Background: an optimization exercise with open tools, aiming at small area and a short achievable clock period. Do not read the settings as production practice.
In this exercise RTL edits were held to simulation tests only and were not proved equivalent to the original.
No activity file was given, so power comes from the tool's default toggle rates.

==> flow/design.v <==
module OV7670_gt #(parameter W = 8) (input [W-1:0] a, input [W-1:0] b, output y);
	wire [W:0] g;
	assign g[0] = 1'b0;
	genvar i;
	generate for (i = 0; i < W; i = i + 1) begin : s
		assign g[i+1] = (a[i] & ~b[i]) | ((a[i] | ~b[i]) & g[i]);
	end endgenerate
	assign y = g[W];
endmodule
module OV7670_inc #(parameter W = 8) (input [W-1:0] q, input en, output [W-1:0] y, output all1);
	assign y[0] = q[0] ^ en;
	genvar i;
	generate for (i = 1; i < W; i = i + 1) begin : s
		assign y[i] = q[i] ^ (en & (&q[i-1:0]));
	end endgenerate
	assign all1 = &q;
endmodule
module OV7670_updn #(parameter W = 8) (input [W-1:0] q, input up, input dn, output [W-1:0] y);
	assign y[0] = q[0] ^ (up | dn);
	genvar i;
	generate for (i = 1; i < W; i = i + 1) begin : s
		assign y[i] = q[i] ^ ((up & (&q[i-1:0])) | (dn & ~(|q[i-1:0])));
	end endgenerate
endmodule
module OV7670_col(
	input clk,
	input rst,
	input clr,        
	input vs_rise,
	input fall,       
	input rowclr,     
	input fresh,
	input fire,       
	output reg [11:0] Prom,
	output reg [7:0] Inc,
	output reg [7:0] D,
	output [1:0] shape   
);
	reg [5:0] A;      
	reg [6:0] E;      
	wire fbk = Prom[11] ^ Prom[5] ^ Prom[3] ^ Prom[0] ^ ~|Prom[10:0];
	wire [11:0] prom_n = fire ? {Prom[10:0], fbk} : Prom;
	wire [5:0] a_n;
	wire a_all1;
	OV7670_inc #(6) ia(.q(A), .en(fire), .y(a_n), .all1(a_all1));
	wire [6:0] e_dec;
	OV7670_updn #(7) ue(.q(E), .up(1'b0), .dn(fire), .y(e_dec));
	wire [6:0] e_n = {e_dec[6] ^ (fire & a_all1), e_dec[5:0]};
	wire up = E[6];
	wire dn = ~E[6] & (|E[5:0]);
	wire [7:0] inc_n;
	OV7670_updn #(8) uinc(.q(Inc), .up(up), .dn(dn), .y(inc_n));
	wire inc_is0 = ~|Inc;
	wire inc_is255 = &Inc;
	wire d_is0 = ~|D;
	wire d_zero = fresh | (up & d_is0 & ~inc_is255) | (dn & inc_is0);
	wire d_full = up & inc_is255;
	wire [7:0] d_step;
	OV7670_updn #(8) ud(.q(D), .up(dn), .dn(up), .y(d_step));
	wire inrange = (Inc > 8'd88) & (Inc < 8'd112);
	wire dgt12 = (D > 8'd12);
	assign shape = inrange ? ((fresh | dgt12) ? 2'b10 : 2'b01) : 2'b11;
	always @(posedge clk) begin
		Prom <= clr ? 12'd0 : prom_n;
		A <= (clr | rowclr) ? 6'd0 : a_n;
		if (clr) E <= 7'd0;
		else if (rowclr) E <= {1'b0, A};
		else E <= e_n;
		if (rst) Inc <= 8'd0;
		else if (vs_rise) Inc <= 8'd100;
		else if (fall) Inc <= inc_n;
		if (fall) D <= d_zero ? 8'd0 : d_full ? 8'd255 : d_step;
	end
endmodule
module OV7670(
	input Reset,
	output reg [11:0]  PixelData,
	output [14:0] PAddress,
	output reg WPixel,
	input Pclock,
	input Href,
	input Vsync,
	input [7:0] Data,
	output reg [1:0] Promedio,
	output reg [1:0] Forma
);
	reg Href_prev, VSync_prev, Sync;
	reg [7:0] XPixel, YPixel;
	reg [10:0] PAhi;             
	reg [1:0] fcol;              
	reg fk;                      
	reg rgtg, ggtr;              
	reg [3:0] cM;                
	reg armW, armR, armG, armB;  
	reg fresh;                   
	reg [2:0] fd;                
	reg gRG, gGR, gRB, gBR, gGB, gBG;  
	assign PAddress = {PAhi, XPixel[3:0]};
	wire vs_rise = Vsync & ~VSync_prev;
	wire fall    = ~Vsync & ~Href & Href_prev;
	wire hi_byte = ~Vsync & Href & ~Sync;
	wire lo_byte = ~Vsync & Href & Sync;
	wire clr = Reset | vs_rise;
	wire [7:0] xp1, yp1;
	wire x_all1, y_all1;
	OV7670_inc #(8) ix(.q(XPixel), .en(1'b1), .y(xp1), .all1(x_all1));
	OV7670_inc #(8) iy(.q(YPixel), .en(1'b1), .y(yp1), .all1(y_all1));
	wire x_ge175 = XPixel[7] & (XPixel[6] | XPixel[5] & (XPixel[4] | (&XPixel[3:0])));
	wire x_gt175 = XPixel[7] & (XPixel[6] | XPixel[5] & XPixel[4]);
	wire y_ge143 = YPixel[7] & (YPixel[6] | YPixel[5] | YPixel[4] | (&YPixel[3:0]));
	wire y_gt143 = YPixel[7] & (YPixel[6] | YPixel[5] | YPixel[4]);
	wire x_out_inc = x_ge175 & ~x_all1;
	wire y_out_inc = y_ge143 & ~y_all1;
	wire pd_zero = ~Vsync & (fall ? y_out_inc : (y_gt143 | (lo_byte ? x_out_inc : x_gt175)));
	wire x_lo15 = &XPixel[3:0];
	wire [6:0] U = PAhi[10:4];
	wire [3:0] L = PAhi[3:0];
	wire [6:0] u_up, u_dn;
	wire u_all1;
	OV7670_inc #(7) iu(.q(U), .en(1'b1), .y(u_up), .all1(u_all1));
	OV7670_updn #(7) du(.q(U), .up(1'b0), .dn(1'b1), .y(u_dn));
	wire [4:0] li = {1'b0, L} + 5'd1;
	wire [6:0] ui = li[4] ? (x_all1 ? U : u_up) : (x_all1 ? u_dn : U);
	wire [10:0] pa_inc = {ui, li[3:0]};
	wire [3:0] x4 = XPixel[7:4];
	wire [3:0] lfs = L + 4'd11 - x4;
	wire [4:0] x4p4 = {1'b0, x4} + 5'd4;
	wire fup;
	OV7670_gt #(5) cfu(.a({1'b0, L}), .b(x4p4), .y(fup));
	wire fdn = ~L[3] & ~L[2] & x4[3] & x4[2] & ((x4[1] & ~L[1]) | ((x4[1] | ~L[1]) & (x4[0] | ~L[0])));
	wire [6:0] uf = fup ? u_up : fdn ? u_dn : U;
	wire [4:0] lf = {1'b0, lfs};
	wire [10:0] pa_fall = y_all1 ? 11'd0 : {uf, lf[3:0]};
	wire xwin = (XPixel >= 8'd38) & (XPixel <= 8'd136);
	wire ywin = (YPixel >= 8'd23) & (YPixel <= 8'd121);
	wire [3:0] dR = Data[7:4];
	wire [3:0] dG = Data[3:0];
	wire d_rgtg, d_ggtr;
	OV7670_gt #(4) c0(.a(dR), .b(dG), .y(d_rgtg));
	OV7670_gt #(4) c1(.a(dG), .b(dR), .y(d_ggtr));
	wire d_wpre = ~Reset & hi_byte & xwin & ywin;
	always @(posedge Pclock) begin
		rgtg <= d_rgtg;
		ggtr <= d_ggtr;
		cM <= d_rgtg ? dR : dG;
		armW <= d_wpre;
		armR <= d_wpre & fk & (fcol == 2'd1) & d_rgtg;
		armG <= d_wpre & fk & (fcol == 2'd2) & d_ggtr;
		armB <= d_wpre & fk & (fcol == 2'd3);
	end
	wire [3:0] cB = Data[7:4];
	wire mgtb, bgtm;
	OV7670_gt #(4) c2(.a(cM), .b(cB), .y(mgtb));
	OV7670_gt #(4) c3(.a(cB), .b(cM), .y(bgtm));
	wire act = Href & ~Vsync;
	wire fireR = act & armR & mgtb;
	wire fireG = act & armG & mgtb;
	wire fireB = act & armB & bgtm;
	wire win = act & armW;
	wire bdom = bgtm;
	wire gdom = ggtr & mgtb;
	wire rdom = rgtg & mgtb;
	wire [1:0] cm = rgtg ? 2'd1 : 2'd2;
	wire mdom = mgtb & (rgtg | ggtr);
	wire sameB = (fcol == 2'd3);
	wire sameM = (fcol == cm);
	wire rowclr = fall & ~VSync_prev;
	wire [11:0] PR, PG, PB;
	wire [7:0] IR, IG, IB, DR, DG, DB;
	wire [1:0] SR, SG, SB;
	OV7670_col colR(.clk(Pclock), .rst(Reset), .clr(clr), .vs_rise(vs_rise), .fall(fall), .rowclr(rowclr), .fresh(fresh), .fire(fireR), .Prom(PR), .Inc(IR), .D(DR), .shape(SR));
	OV7670_col colG(.clk(Pclock), .rst(Reset), .clr(clr), .vs_rise(vs_rise), .fall(fall), .rowclr(rowclr), .fresh(fresh), .fire(fireG), .Prom(PG), .Inc(IG), .D(DG), .shape(SG));
	OV7670_col colB(.clk(Pclock), .rst(Reset), .clr(clr), .vs_rise(vs_rise), .fall(fall), .rowclr(rowclr), .fresh(fresh), .fire(fireB), .Prom(PB), .Inc(IB), .D(DB), .shape(SB));
	wire eRG = (PR == PG);
	wire eRB = (PR == PB);
	wire eGB = (PG == PB);
	wire zR = ~|PR;
	wire zG = ~|PG;
	wire zB = ~|PB;
	reg nRG, nGR, nRB, nBR, nGB, nBG;
	always @(*) begin
		{nRG, nGR, nRB, nBR, nGB, nBG} = {gRG, gGR, gRB, gBR, gGB, gBG};
		if (fd[0]) begin  
			nRG = ~zR & ~gGR;  nGR = zR ? ~zG : gGR & ~eRG;
			nRB = ~zR & ~gBR;  nBR = zR ? ~zB : gBR & ~eRB;
		end
		if (fd[1]) begin  
			nGR = ~zG & ~gRG;  nRG = zG ? ~zR : gRG & ~eRG;
			nGB = ~zG & ~gBG;  nBG = zG ? ~zB : gBG & ~eGB;
		end
		if (fd[2]) begin  
			nBR = ~zB & ~gRB;  nRB = zB ? ~zR : gRB & ~eRB;
			nBG = ~zB & ~gGB;  nGB = zB ? ~zG : gGB & ~eGB;
		end
	end
	wire rwin = nRG & nRB;
	wire gwin = nGR & nGB;
	wire bwin = nBR & nBG;
	wire [1:0] f_shape = rwin ? SR : gwin ? SG : SB;
	wire [1:0] p_n = rwin ? 2'b01 : gwin ? 2'b10 : bwin ? 2'b11 : 2'b00;
	wire [1:0] f_n = (rwin | gwin | bwin) ? f_shape : 2'b00;
	always @(posedge Pclock) begin
		if (Reset) begin
			Href_prev <= 1'b0;
			VSync_prev <= 1'b0;
			Sync <= 1'b0;
			WPixel <= 1'b0;
			XPixel <= 8'd0;
			YPixel <= 8'd0;
			PAhi <= 11'd0;
			PixelData <= 12'd0;
			fcol <= 2'd0;
			fk <= 1'b0;
			fresh <= 1'b1;
			fd <= 3'd0;
			{gRG, gGR, gRB, gBR, gGB, gBG} <= 6'd0;
			Promedio <= 2'd0;
			Forma <= 2'd0;
		end else begin
			Href_prev <= Href;
			VSync_prev <= Vsync;
			Sync <= hi_byte;
			WPixel <= lo_byte;
			if (Vsync | fall) XPixel <= 8'd0;
			else if (lo_byte) XPixel <= xp1;
			if (Vsync) YPixel <= 8'd0;
			else if (fall) YPixel <= yp1;
			if (Vsync) PAhi <= 11'd0;
			else if (fall) PAhi <= pa_fall;
			else if (lo_byte & x_lo15) PAhi <= pa_inc;
			if (pd_zero) PixelData <= 12'd0;
			else begin
				if (hi_byte) PixelData[11:4] <= Data;
				if (lo_byte) PixelData[3:0] <= Data[7:4];
			end
			if (win & bdom) begin
				fcol <= (sameB & fk) ? 2'd0 : 2'd3;
				fk <= sameB & ~fk;
			end else if (win & mdom) begin
				fcol <= (sameM & fk) ? 2'd0 : cm;
				fk <= sameM & ~fk;
			end
			fd <= {fireB, fireG, fireR};
			if (vs_rise) {gRG, gGR, gRB, gBR, gGB, gBG} <= 6'd0;
			else {gRG, gGR, gRB, gBR, gGB, gBG} <= {nRG, nGR, nRB, nBR, nGB, nBG};
			if (vs_rise) fresh <= 1'b1;
			else if (fall) fresh <= 1'b0;
			if (vs_rise) begin
				Promedio <= p_n;
				Forma <= f_n;
			end
		end
	end
endmodule
==> flow/flow/run.sh <==
#!/bin/bash
# The standard layout, except that:
#  - the combinational logic of the standard synthesis is mapped again by ABC
#    with an area-recovering script (registers, their names and cell types
#    are untouched);
#  - the input and output ports get plain buffers instead of the default
#    delay buffer.
set -euo pipefail
W=$PWD
R=$W/orfs/results/sky130hd/OV7670/base
LIB=/OpenROAD-flow-scripts/flow/platforms/sky130hd/lib/sky130_fd_sc_hd__tt_025C_1v80.lib
YOSYS=/OpenROAD-flow-scripts/tools/install/yosys/bin/yosys
BP='BUFFER_PORTS_ARGS=-buffer_cell sky130_fd_sc_hd__buf_2'
bash standard.sh "$BP" $R/1_2_yosys.v > standard_synth.log 2>&1
cp $R/1_2_yosys.v $W/synth_standard.v
# combinational cells of the library as logic, for the re-mapping
$YOSYS -q -p "read_liberty -ignore_miss_func $LIB; delete *df* *dl* *sdf* *edf* *probe* *lpflow* *conb*; write_verilog -noattr $W/cells_comb.v" > cells_comb.log 2>&1
cat > $W/reabc.ys <<EOY
read_liberty -lib $LIB
read_verilog $W/synth_standard.v
hierarchy -top OV7670
techmap -map $W/cells_comb.v
techmap
opt -fast
opt_clean
abc -script $W/flow/reabc.script -liberty $LIB -D 3000 -dont_use sky130_fd_sc_hd__probe_p_8 -dont_use sky130_fd_sc_hd__probec_p_8 -dont_use sky130_fd_sc_hd__lpflow_bleeder_1 -dont_use sky130_fd_sc_hd__lpflow_clkbufkapwr_1 -dont_use sky130_fd_sc_hd__lpflow_clkbufkapwr_16 -dont_use sky130_fd_sc_hd__lpflow_clkbufkapwr_2 -dont_use sky130_fd_sc_hd__lpflow_clkbufkapwr_4 -dont_use sky130_fd_sc_hd__lpflow_clkbufkapwr_8 -dont_use sky130_fd_sc_hd__lpflow_clkinvkapwr_1 -dont_use sky130_fd_sc_hd__lpflow_clkinvkapwr_16 -dont_use sky130_fd_sc_hd__lpflow_clkinvkapwr_2 -dont_use sky130_fd_sc_hd__lpflow_clkinvkapwr_4 -dont_use sky130_fd_sc_hd__lpflow_clkinvkapwr_8 -dont_use sky130_fd_sc_hd__lpflow_decapkapwr_12 -dont_use sky130_fd_sc_hd__lpflow_decapkapwr_3 -dont_use sky130_fd_sc_hd__lpflow_decapkapwr_4 -dont_use sky130_fd_sc_hd__lpflow_decapkapwr_6 -dont_use sky130_fd_sc_hd__lpflow_decapkapwr_8 -dont_use sky130_fd_sc_hd__lpflow_inputiso0n_1 -dont_use sky130_fd_sc_hd__lpflow_inputiso0p_1 -dont_use sky130_fd_sc_hd__lpflow_inputiso1n_1 -dont_use sky130_fd_sc_hd__lpflow_inputiso1p_1 -dont_use sky130_fd_sc_hd__lpflow_inputisolatch_1 -dont_use sky130_fd_sc_hd__lpflow_isobufsrc_1 -dont_use sky130_fd_sc_hd__lpflow_isobufsrc_16 -dont_use sky130_fd_sc_hd__lpflow_isobufsrc_2 -dont_use sky130_fd_sc_hd__lpflow_isobufsrc_4 -dont_use sky130_fd_sc_hd__lpflow_isobufsrc_8 -dont_use sky130_fd_sc_hd__lpflow_isobufsrckapwr_16 -dont_use sky130_fd_sc_hd__lpflow_lsbuf_lh_hl_isowell_tap_1 -dont_use sky130_fd_sc_hd__lpflow_lsbuf_lh_hl_isowell_tap_2 -dont_use sky130_fd_sc_hd__lpflow_lsbuf_lh_hl_isowell_tap_4 -dont_use sky130_fd_sc_hd__lpflow_lsbuf_lh_isowell_4 -dont_use sky130_fd_sc_hd__lpflow_lsbuf_lh_isowell_tap_1 -dont_use sky130_fd_sc_hd__lpflow_lsbuf_lh_isowell_tap_2 -dont_use sky130_fd_sc_hd__lpflow_lsbuf_lh_isowell_tap_4 
opt_clean -purge
hilomap -singleton -hicell sky130_fd_sc_hd__conb_1 HI -locell sky130_fd_sc_hd__conb_1 LO
insbuf -buf sky130_fd_sc_hd__buf_4 A X
splitnets
opt_clean -purge
stat -liberty $LIB
check -assert -mapped
write_verilog -noattr -nohex -nodec $R/1_2_yosys.v
EOY
$YOSYS -s $W/reabc.ys > reabc.log 2>&1
bash standard.sh "$BP" finish > standard_finish.log 2>&1
==> flow/flow/reabc.script <==
&get -n
&st
&dch
&nf
&st
&syn2
&if -g -K 6
&synch2
&nf
&st
&syn2
&if -g -K 6
&synch2
&nf
&st
&syn2
&if -g -K 6
&synch2
&nf
&st
&syn2
&if -g -K 6
&synch2
&nf
&st
&syn2
&if -g -K 6
&synch2
&nf
&put
buffer -c
topo
stime -c
upsize -c
dnsize -c
==> flow/standard.sh <==
#!/bin/bash
# synth_recipe.tcl (not shown) runs the flow's synth.tcl, then flattens the netlist and writes it again
# the make line also repeats each setting of config.mk as NAME=value (left out here)
make -C /OpenROAD-flow-scripts/flow DESIGN_CONFIG=/design/flow/config.mk WORK_HOME=/design/flow/orfs CLKGATE_MAP_FILE= SYNTH_SCRIPT=/design/flow/synth_recipe.tcl "${@:-finish}"
==> flow/config.mk <==
export PLATFORM = sky130hd
export DESIGN_NAME = OV7670
export DESIGN_NICKNAME = OV7670
export VERILOG_FILES = /design/flow/design.v
export SDC_FILE = /design/flow/constraint.sdc
export NUM_CORES = 4
export LEC_CHECK = 0
export CAP_MARGIN = 10
export CORE_MARGIN = 2
export CORE_UTILIZATION = 40
export CTS_BUF_LIST = sky130_fd_sc_hd__clkbuf_4 sky130_fd_sc_hd__clkbuf_8
export SETUP_SLACK_MARGIN = 5
export SLEW_MARGIN = 10
==> flow/constraint.sdc <==
create_clock -name core_clock -period 8.0 [get_ports {Pclock}]
set_input_delay 1.6000 -clock core_clock [delete_from_list [all_inputs] [get_ports {Pclock}]]
set_output_delay 1.6000 -clock core_clock [all_outputs]
set_load 0.01 [all_outputs]
==> results.yml, run 1 <==
floorplan:
  row_count: 58
  die_x_um: 163
  core-area_sq_um: 25000
  start_util_pct: 40.5
  dieHeight_um: 163
  die_area_sq_um: 26700
  ioPinCount: 44
routing:
  via_per_inst: 5.42
  ant_nets: 0
  routed_wl_um: 23800
  dr.pass1.iters: 5
  drt-initial-drc-count: 528
  wl_per_cell_um: 15.0
  vias: 8617
  drc_errors: 0
timing:
  worst_pin_slew_ns: 0.890
  slew_headroom_pct: 40.5
  fin_skew_ns: 0.0303
  final.period_utilization_pct: 36.6
  hold_violations: 0
  setup_viol: 0
  rsz0062_at_grt: "yes"
  slew_violations: 0
  max_freq_mhz: 341
  period_minus_slack_ns: 2.93
  setup_tns_ns: 0
  timing.hold.ws_ns: 0.468
pwr:
  power_uw: 1790
  p_leak_uw: 0.00382
  power.density_nw_per_um2: 159
  peakVddDrop_mv: 0.130
cts:
  cts_sinks: 193
  tritoncts: "yes"
  cts-buffers-inserted: 17
  htree_levels: 4
  cts_root_buffer: "clkbuf_8"
  cts_buffer_depth: 2
  clock_latency_ns: 0.49
  clkTransAtPathRegs_ns: 0.11
placement:
  dp.cells: 1546
  dp_hpwl_um: 15900
  io_buffers: 43
  place.gp.congestion: 0.808
worst_setup_path:
  reg2reg_from: "colG.E[2]"
  critPathCaptureType: "register"
  ff2ff_path_depth: 7
  slowest_stage: "or3_1"
  crit_required_ns: 8.40
  crit_chain: "clkbuf_4 > nand2b_1 > nor2_4 > nand3_4 > or3_1 > nor3b_1 > a211oi_1"
  arrival_ns: 3.33
  crit_start: "Vsync"
  cp-start-kind: "input pin"
  critical_path_class: "in -> reg"
  max_stage_delay_ns: 0.41
  path_max_fanout: 12
cells_and_area:
  area_delta_synth_final_pct: 10.9
  final_common_cell: "dfxtp_1"
  final_cells: 1591
  nets: 1260
  utilization_pct: 45.0
  antenna_cells: 0
  drive_gt1_share_pct: 11.8
  layout_common_cells: "dfxtp_1, nor2_1, nand2_1"
global_routing:
  grt_usage_pct: 18.3
  antenna_found_initial: 0
  grt_max_degree: 59
  grt_pass1_wl_um: 39800
  grt_overflow: 0
  first_global_vias: 8022
logic_synthesis:
  synthesis.area_sq_um: 10200
  syn-num-nets: 1231
  ys_warn_count: 2
  postSynthCellCount: 1219
  syn_avg_cell_area_sq_um: 8.33
run:
  maxCapViolCount: 0
min_path:
  hp-start: "Promedio[1]"
  holdPathStages: 2
  worstHoldPathType: "reg -> reg"
outcome:
  status: "finished clean"
## worst max-delay path: cells and delay by family
kind / cells / cell delay, ns
and+or+nand+nor: 5 / 1.30
AOI/OAI and AO/OA: 1 / 0.24
buffers and inverters: 1 / 0.18
## stage by stage
| step | setup slack (ns) | area (sq um) |
|---|---|---|
| floorplan | 4.79 | 10200 |
| global placement | 3.76 | 10600 |
| CTS | 4.94 | 11100 |
| global route | 4.93 | 11300 |
| finish | 5.07 | 11300 |
| detailed placement | 3.67 | 10600 |
## area by class of cell
| type | instances | area [sq um] |
|---|---|---|
| multi-input combinational | 940 | 5820 |
| clock buffer | 18 | 248 |
| inverter | 35 | 158 |
| timing repair buffer | 60 | 345 |
| tap | 330 | 413 |
| timing repair inverter | 1 | 11.3 |
| sequential | 193 | 4100 |
| fill | 2521 | 13800 |
| clock inverter | 14 | 163 |
## routing by layer
layer / track usage (%) / share of wire (%) / vias up
li1: - / - / 4366
met1: 24.8 / 48 / 4047
met2: 30.0 / 46 / 176
met3: 3.15 / 4.0 / 28
met4: 4.67 / 1.4 / 0
met5: 0 / 0 / -
## power breakdown
| part | internal, uW | total, uW | switching, uW |
|---|---|---|---|
| Combinational | 42.4 | 119 | 76.3 |
| Sequential | 993 | 1010 | 14.5 |
| Clock | 271 | 663 | 392 |
## timing repair
action	in CTS	in global routing
buffers inserted	6	4
gates cloned	1	2
endpoints found under the setup margin	79	25
hold buffers	0	0
resized for setup	21	10
pin swaps	2	0
## sequential cells by signal, summed over array words and instances (netlist names), 8 cells and up
signal and count:
PixelData 12, colB.Prom 12, colG.Prom 12, colR.Prom 12, PAhi 11, XPixel 8
YPixel 8, colB.D 8, colB.Inc 8, colG.D 8, colG.Inc 8, colR.D 8
colR.Inc 8
## worst paths after layout
check / endpoint / slack [ns]
worst min register to register: Promedio[1] / 0.47
worst max-delay path: colG.E[4] / 5.07
worst min-delay path: Promedio[1] / 0.47
worst max register to register: colG.D[7] / 5.55
==> run 2: changes to the inputs <==
--- a/flow/flow/run.sh
+++ b/flow/flow/run.sh
@@ -4,4 +4,5 @@
 #    with an area-recovering script (registers, their names and cell types
 #    are untouched);
+#  - timing repair aims at a setup slack of 5.15 ns;
 #  - the input and output ports get plain buffers instead of the default
 #    delay buffer.
@@ -35,3 +36,3 @@
 EOY
 $YOSYS -s $W/reabc.ys > reabc.log 2>&1
-bash standard.sh "$BP" finish > standard_finish.log 2>&1
+bash standard.sh "$BP" SETUP_SLACK_MARGIN=5.15 finish > standard_finish.log 2>&1
==> run 2 against run 1 <==
Design area is 4.1% higher. Die area did not move. Sequential share of layout area down 1.4 points. Final cell count is 1.3% higher. Global-route usage is 0.44 points higher. Critical path type unchanged. Critical endpoint is now fcol[0]. Largest cell class unchanged. Highest routed layer unchanged.
==> results.yml, run 2 <==
routing:
  routed_wl_um: 24600
  via_per_inst: 5.41
  top_layer: "met4"
  drt-initial-drc-count: 528
  wl_per_cell_um: 15.2
  route.met3.wl_um: 798
  vias: 8723
  route.met2.wl_um: 11300
  drc_errors: 0
  wl_met1_um: 12100
  dr.pass1.iters: 5
  ant_nets: 0
floorplan:
  dieHeight_um: 163
  ioPinCount: 44
  start_util_pct: 40.5
  die_x_um: 163
  row_count: 58
  core-area_sq_um: 25000
  die_area_sq_um: 26700
logic_synthesis:
  synthesis.area_sq_um: 10200
  syn-num-nets: 1231
  postSynthCellCount: 1219
  syn_avg_cell_area_sq_um: 8.33
  ys_warn_count: 2
cts:
  clkTransAtPathRegs_ns: 0.10
  ctsHoldBuffers: 0
  cts_root_buffer: "clkbuf_8"
  htree_levels: 4
  clock_latency_ns: 0.48
  cts_buffer_depth: 2
  tritoncts: "yes"
  cts-buffers-inserted: 17
  cts_sinks: 193
cells_and_area:
  nets: 1282
  register_area_sq_um: 4110
  layout_common_cells: "dfxtp_1, nor2_1, nand2_1"
  area_delta_synth_final_pct: 15.4
  final_cells: 1611
  utilization_pct: 46.8
  drive_gt1_share_pct: 15.5
  fill_cells: 2470
  multi_input_area_sq_um: 6050
  antenna_cells: 0
  final_common_cell: "dfxtp_1"
global_routing:
  grt_max_degree: 59
  antenna_found_initial: 0
  grt_pass1_wl_um: 40600
  grt_usage_pct: 18.7
  first_global_vias: 8054
  grt_overflow: 0
pwr:
  comb_power_share_pct: 7.2
  power_uw: 1860
  clkPwrFrac_pct: 38.7
  pwr-share-seq_pct: 54.1
  power.density_nw_per_um2: 159
  internal-power_uw: 1400
  p_leak_uw: 0.00401
  p_sw_uw: 461
  sw_frac_of_total_pct: 24.8
  peakVddDrop_mv: 0.0976
timing:
  final.period_utilization_pct: 35.4
  slew_headroom_pct: 43.5
  fin_skew_ns: 0.0246
  hold_violations: 0
  setup_tns_ns: 0
  period_minus_slack_ns: 2.83
  slew_violations: 0
  worst_pin_slew_ns: 0.844
  setup_viol: 0
  rsz0062_at_grt: "yes"
  max_freq_mhz: 353
worst_setup_path:
  critPathCaptureType: "register"
  crit_chain: "buf_2 > nor2b_4 > a31oi_1 > o21ai_4 > buf_4 > nor3b_4 > nand2_1 > o211a_1 > a311oi_2"
  crit_required_ns: 8.39
  crit_start: "Data[5]"
  max_stage_delay_ns: 0.30
  ff2ff_path_depth: 7
  path_delay_family: "compound AO/OA/AOI/OAI gates"
  cp-start-kind: "input pin"
  reg2reg_from: "colG.Prom[7]"
  path_max_fanout: 7
  crit_buf_inv: 2
  arrival_ns: 3.22
  worst-path-stages: 9
  slowest_stage: "o21ai_4"
  critical_path_class: "in -> reg"
min_path:
  holdPathStages: 2
  worstHoldPathType: "reg -> reg"
  hp-start: "colB.A[0]"
placement:
  place.gp.congestion: 0.855
  dp.cells: 1544
  dp_hpwl_um: 16000
  io_buffers: 43
outcome:
  status: "finished clean"
run:
  maxCapViolCount: 0
[run 2: tightest hold or removal path, delay by kind of cell, from the launching register on]
family,cells,cell delay (ns)
and+or+nand+nor,1,0.06
DFF,1,0.33
AOI/OAI and AO/OA,1,0.05
[run 2: power groups by stage]
stage	Sequential (uW)	Clock (uW)	Combinational, uW
detailed placement	1030	0	117
finish	1010	721	134
global route	1010	774	148
global placement	1030	0	117
CTS	1010	737	131
floorplan	1030	0	85.0
[run 2: routing by layer]
metal  vias to the layer above  GRT usage, %
li1                       4405             -
met1                      4133          25.7
met2                       158          30.5
met3                        27          2.89
met4                         0          5.35
met5                         -             0
[run 2: path summary, 6_finish.rpt]
| path | endpoint | slack [ns] |
|---|---|---|
| worst max-delay path | fcol[0] | 5.17 |
| worst min-delay path | colB.A[0] | 0.47 |
| worst max register to register | Forma[1] | 5.51 |
| worst min register to register | colB.A[0] | 0.47 |
[run 2: layout make-up]
class                   count  area share [%]
inverters                  35            1.37
clock buffers              19            2.23
multi-input cells         941            51.6
repair inverters            2           0.150
repair buffers             80            4.50
flip-flops and latches    193            35.1
clock inverters            11            1.53
well taps                 330            3.52
[run 2: metrics by stage]
stage	area, sq um	hold WS [ns]	setup slack [ns]
global placement	10800	0.452	3.74
floorplan	10500	0.438	4.79
global route	11700	0.493	5.11
detailed placement	10800	0.459	3.69
finish	11700	0.472	5.17
CTS	11500	0.474	5.14
[run 2: what timing repair did]
item / in CTS / in global routing
gates resized for setup: 31 / 20
gates cloned: 3 / 2
pin swaps: 5 / 7
buffers inserted: 20 / 12
setup endpoints to repair: 138 / 41

==> what the ideal ports hide <==
Ports are ideal in the flow. The routed layouts listed here were re-timed in OpenROAD.
Step 1 sets driving cells, clkbuf_16 on the clock port and buf_2 on the other inputs (assumed; they add their load-dependent delay and slew).
Step 2 also shifts input and output timing later by t, the mid clock arrival at the registers, as if the neighbouring blocks saw the same clock.
Three values: ideal, step 1, step 2; two values: the first two.
| run | t (ns) | setup WS [ns] | worst setup path at the end |
|---|---|---|---|
| run 1 | 0.524 | 5.070 / 5.093 / 4.569 | input to register |
| run 2 | 0.512 | 5.167 / 5.190 / 4.678 | input to register |
After both steps setup and hold are still met in every run listed. For run 1, which loses most, drivers alone change the setup slack by +0.023 ns; drivers and shift together by -0.501 ns.
